Background: an optimization exercise with open tools, aiming at a short achievable clock period and few clock cycles. Do not read the settings as production practice.
The RTL was checked by simulation tests, not by an equivalence proof against the original design.
The clock port is modelled as an ideal driver; clocking choices that lean on that would not hold on a real chip.
Power is estimated from default activity; no workload was simulated.

Design mipsSystem, start of the top module:
module mipsSystem(rst, clk, imem_addr, imem_rdata, dmem_we, dmem_addr, dmem_wdata, dmem_rdata, wb_en, wb_reg, wb_data);
==> flow/config.mk <==
export PLATFORM = sky130hd
export DESIGN_NAME = mipsSystem
export DESIGN_NICKNAME = mipsSystem
export VERILOG_FILES = /design/flow/design.v
export SDC_FILE = /design/flow/constraint.sdc
export NUM_CORES = 8
export LEC_CHECK = 0
export CAP_MARGIN = 20
export CORE_MARGIN = 2
export CORE_UTILIZATION = 40
export CTS_CLUSTER_DIAMETER = 80
export CTS_CLUSTER_SIZE = 25
export PLACE_DENSITY = 0.6
export SLEW_MARGIN = 20
==> flow/constraint.sdc <==
create_clock -name core_clock -period 11.0 [get_ports {clk}]
set_input_delay 2.2000 -clock core_clock [delete_from_list [all_inputs] [get_ports {clk}]]
set_output_delay 2.2000 -clock core_clock [all_outputs]
set_load 0.01 [all_outputs]
standard.sh (not shown) runs the stock make flow with config.mk's settings and CLKGATE_MAP_FILE= SYNTH_SCRIPT=/design/flow/synth_recipe.tcl, a recipe that flattens the netlist after the stock synthesis.
==> flow/flow/run.sh <==
#!/bin/bash
# Standard ORFS layout with these changes to how it is made (the SDC is unchanged):
#  - synthesis is the standard flow's, but ABC maps with flow/abc.script (a delay-driven
#    mapping), and no full/half adder cells are extracted (ADDER_MAP_FILE empty);
#  - timing repair aimed at a setup margin well above the 11 ns clock, so that
#    repair keeps improving paths that already meet it;
#  - repair may resize cells to other footprints (MATCH_CELL_FOOTPRINT 0);
#  - after CTS, flow/post_cts.tcl strengthens the output port buffers and runs
#    more repair, and flow/post_grt.tcl repairs again after global routing.
set -euo pipefail
MARGIN=${MARGIN:-7.5}
export MY_ABC_SCRIPT=$PWD/flow/abc.script
bash standard.sh ADDER_MAP_FILE= SETUP_SLACK_MARGIN=$MARGIN MATCH_CELL_FOOTPRINT=0 \
  SYNTH_SCRIPT=$PWD/flow/synth.tcl POST_CTS_TCL=$PWD/flow/post_cts.tcl POST_GLOBAL_ROUTE_TCL=$PWD/flow/post_grt.tcl finish > flow_make.log 2>&1
==> flow/flow/post_cts.tcl <==
# Run after ORFS's own CTS-stage repair (POST_CTS_TCL hook). Constraints are
# the design's; the output delays are relaxed only while one repair pass runs
# (so that it works on the register-to-register paths), and put back before
# anything is written. Output port buffers are moved next to the registers that
# drive them and made strong, and those registers get their strongest size.
estimate_parasitics -placement
set blk [ord::get_db_block]
foreach bterm [$blk getBTerms] {
  if {[$bterm getIoType] != "OUTPUT"} continue
  set buf ""
  foreach it [[$bterm getNet] getITerms] { if {[$it isOutputSignal]} { set buf [$it getInst] } }
  if {$buf == ""} continue
  set in_net ""
  foreach it [$buf getITerms] { if {[$it isInputSignal]} { set in_net [$it getNet] } }
  if {$in_net == ""} continue
  set ff ""
  foreach it [$in_net getITerms] { if {[$it isOutputSignal]} { set ff [$it getInst] } }
  if {$ff == ""} continue
  set loc [$ff getLocation]
  $buf setLocation [lindex $loc 0] [lindex $loc 1]
  replace_cell [$buf getName] sky130_fd_sc_hd__buf_8
  set m [[$ff getMaster] getName]
  if {[regsub {_[0-9]+$} $m {_4} m4] && $m4 != $m && [llength [get_lib_cells -quiet */$m4]]} { replace_cell [$ff getName] $m4 }
}
detailed_placement
estimate_parasitics -placement
set outs [all_outputs]
set_output_delay 0.5 -clock core_clock $outs
repair_timing -setup -setup_margin 7.9 -repair_tns 100

set_output_delay 2.2 -clock core_clock $outs
repair_timing -setup -setup_margin 7.6 -repair_tns 100
detailed_placement
check_placement -verbose
estimate_parasitics -placement
puts "post_cts: worst setup slack [worst_slack -max]"
Other scripts of this flow, unchanged in this note and not shown: flow/flow/abc.script, flow/flow/post_grt.tcl, flow/flow/synth.tcl
The starting point passed the timing, DRC and antenna checks.
Testbench counts at the start, summed over its fixed seeds: cycles 139,596.
Edit:
--- a/flow/flow/run.sh
+++ b/flow/flow/run.sh
@@ -7,2 +7,3 @@
 #  - repair may resize cells to other footprints (MATCH_CELL_FOOTPRINT 0);
+#  - before CTS, flow/pre_cts.tcl puts output registers next to their pins;
 #  - after CTS, flow/post_cts.tcl strengthens the output port buffers and runs
@@ -13,2 +14,2 @@
 bash standard.sh ADDER_MAP_FILE= SETUP_SLACK_MARGIN=$MARGIN MATCH_CELL_FOOTPRINT=0 \
-  SYNTH_SCRIPT=$PWD/flow/synth.tcl POST_CTS_TCL=$PWD/flow/post_cts.tcl POST_GLOBAL_ROUTE_TCL=$PWD/flow/post_grt.tcl finish > flow_make.log 2>&1
+  SYNTH_SCRIPT=$PWD/flow/synth.tcl PRE_CTS_TCL=$PWD/flow/pre_cts.tcl POST_CTS_TCL=$PWD/flow/post_cts.tcl POST_GLOBAL_ROUTE_TCL=$PWD/flow/post_grt.tcl finish > flow_make.log 2>&1
==> flow/flow/pre_cts.tcl (new file) <==
# Before CTS: each output port's register and buffer (but imem_addr's) go next
# to the pin.
set blk [ord::get_db_block]
set core [$blk getCoreArea]
set cx0 [$core xMin]; set cy0 [$core yMin]; set cx1 [$core xMax]; set cy1 [$core yMax]
foreach bterm [$blk getBTerms] {
  if {[$bterm getIoType] != "OUTPUT"} continue
  # imem_addr's registers stay where placement put them: their inputs are
  # the critical next-pc logic
  if {[string match "imem_addr*" [$bterm getName]]} continue
  set buf ""
  foreach it [[$bterm getNet] getITerms] { if {[$it isOutputSignal]} { set buf [$it getInst] } }
  if {$buf == ""} continue
  set in_net ""
  foreach it [$buf getITerms] { if {[$it isInputSignal]} { set in_net [$it getNet] } }
  if {$in_net == ""} continue
  set ff ""
  foreach it [$in_net getITerms] { if {[$it isOutputSignal]} { set ff [$it getInst] } }
  if {$ff == ""} continue
  set bb [$bterm getBBox]
  set x [expr {([$bb xMin] + [$bb xMax]) / 2}]
  set y [expr {([$bb yMin] + [$bb yMax]) / 2}]
  set x [expr {max($cx0, min($cx1 - 20000, $x))}]
  set y [expr {max($cy0, min($cy1 - 5440, $y))}]
  $ff setLocation $x $y
  $buf setLocation $x $y
}
detailed_placement
--- a/flow/config.mk
+++ b/flow/config.mk
@@ -9,3 +9,3 @@
 export CORE_MARGIN = 2
-export CORE_UTILIZATION = 40
+export CORE_UTILIZATION = 45
 export CTS_CLUSTER_DIAMETER = 80
Die area fell by 11%.
Sequential power hardly moves.
Non-clock buffer count rose by 38.
Area after synthesis is unchanged.
Edit:
--- a/flow/flow/post_cts.tcl
+++ b/flow/flow/post_cts.tcl
@@ -4,5 +4,8 @@
 # anything is written. Output port buffers are moved next to the registers that
-# drive them and made strong, and those registers get their strongest size.
+# drive them, and each such register and buffer pair gets the sizes that time
+# best (and is left alone by the repair passes here).
 estimate_parasitics -placement
 set blk [ord::get_db_block]
+set out_pairs {}
+set sized {}
 foreach bterm [$blk getBTerms] {
@@ -20,5 +23,3 @@
   $buf setLocation [lindex $loc 0] [lindex $loc 1]
-  replace_cell [$buf getName] sky130_fd_sc_hd__buf_8
-  set m [[$ff getMaster] getName]
-  if {[regsub {_[0-9]+$} $m {_4} m4] && $m4 != $m && [llength [get_lib_cells -quiet */$m4]]} { replace_cell [$ff getName] $m4 }
+  lappend out_pairs [list [$bterm getName] [$ff getName] [$buf getName]]
 }
@@ -26,2 +27,26 @@
 estimate_parasitics -placement
+
+# Size each output's register and buffer together: the pair with the best
+# slack at the port.
+foreach pr $out_pairs {
+  lassign $pr port ffn bufn
+  set base [get_property [get_lib_cells -of_objects [get_cells $ffn]] name]
+  regsub {_[0-9]+$} $base {} fam
+  set best_s -1e9; set best {}
+  foreach fsz {1 2 4} {
+    if {![llength [get_lib_cells -quiet */${fam}_$fsz]]} continue
+    replace_cell $ffn ${fam}_$fsz
+    foreach bsz {4 6 8 12} {
+      replace_cell $bufn sky130_fd_sc_hd__buf_$bsz
+      set sl [get_property [get_ports $port] slack_max]
+      if {$sl > $best_s} { set best_s $sl; set best [list ${fam}_$fsz sky130_fd_sc_hd__buf_$bsz] }
+    }
+  }
+  replace_cell $ffn [lindex $best 0]
+  replace_cell $bufn [lindex $best 1]
+  lappend sized $ffn $bufn
+}
+detailed_placement
+estimate_parasitics -placement
+set_dont_touch [get_cells $sized]
 set outs [all_outputs]
@@ -32,2 +57,3 @@
 repair_timing -setup -setup_margin 7.6 -repair_tns 100
+unset_dont_touch [get_cells $sized]
 detailed_placement
--- a/flow/flow/pre_cts.tcl
+++ b/flow/flow/pre_cts.tcl
@@ -1,3 +1,2 @@
-# Before CTS: each output port's register and buffer (but imem_addr's) go next
-# to the pin.
+# Before CTS: each output port's register and buffer go next to the pin.
 set blk [ord::get_db_block]
@@ -7,5 +6,2 @@
   if {[$bterm getIoType] != "OUTPUT"} continue
-  # imem_addr's registers stay where placement put them: their inputs are
-  # the critical next-pc logic
-  if {[string match "imem_addr*" [$bterm getName]]} continue
   set buf ""
--- a/flow/config.mk
+++ b/flow/config.mk
@@ -9,3 +9,3 @@
 export CORE_MARGIN = 2
-export CORE_UTILIZATION = 45
+export CORE_UTILIZATION = 40
 export CTS_CLUSTER_DIAMETER = 80
=> The new run ran to the end with no violations. Via count went down by 1.0%. Global-route usage went down by 6.1 points. Final area barely changes. Combinational power decreases by about 3%. Core utilization went down by 6.2 points. Total power goes down by 1.5%. Die area came out higher by 12%. Clock skew increases by 28 ps. Setup slack improved by 11 ps. Routed wire length went down by 1.8%.

port drivers added, routing unchanged:
No port has a modelled driver above. Below, the same layouts with a new extraction and two added sets of constraints. Step 1: set_driving_cell puts a clkbuf_16 on clk and a buf_2 on each other input, an assumption about the parent block. Step 2 times the ports against the registers' clock, not the clock port: input delays grow and output delays shrink by t, the midpoint of the rising clock arrivals with the driver on. a / b / c = ideal / step 1 / step 2; a / b = the first two.
run	t (ns)	setup WS [ns]	clock arrival spread, ns
the first run	0.954	7.411 / 7.319 / 6.863	0.105 / 0.104
the second run	0.961	7.423 / 7.325 / 6.796	0.071 / 0.071
the third run	0.941	7.434 / 7.360 / 6.556	0.116 / 0.116
After both steps every run listed still meets setup and hold. The setup slack of the third run, which loses most, moves by -0.074 ns with the drivers and by -0.878 ns with both steps.
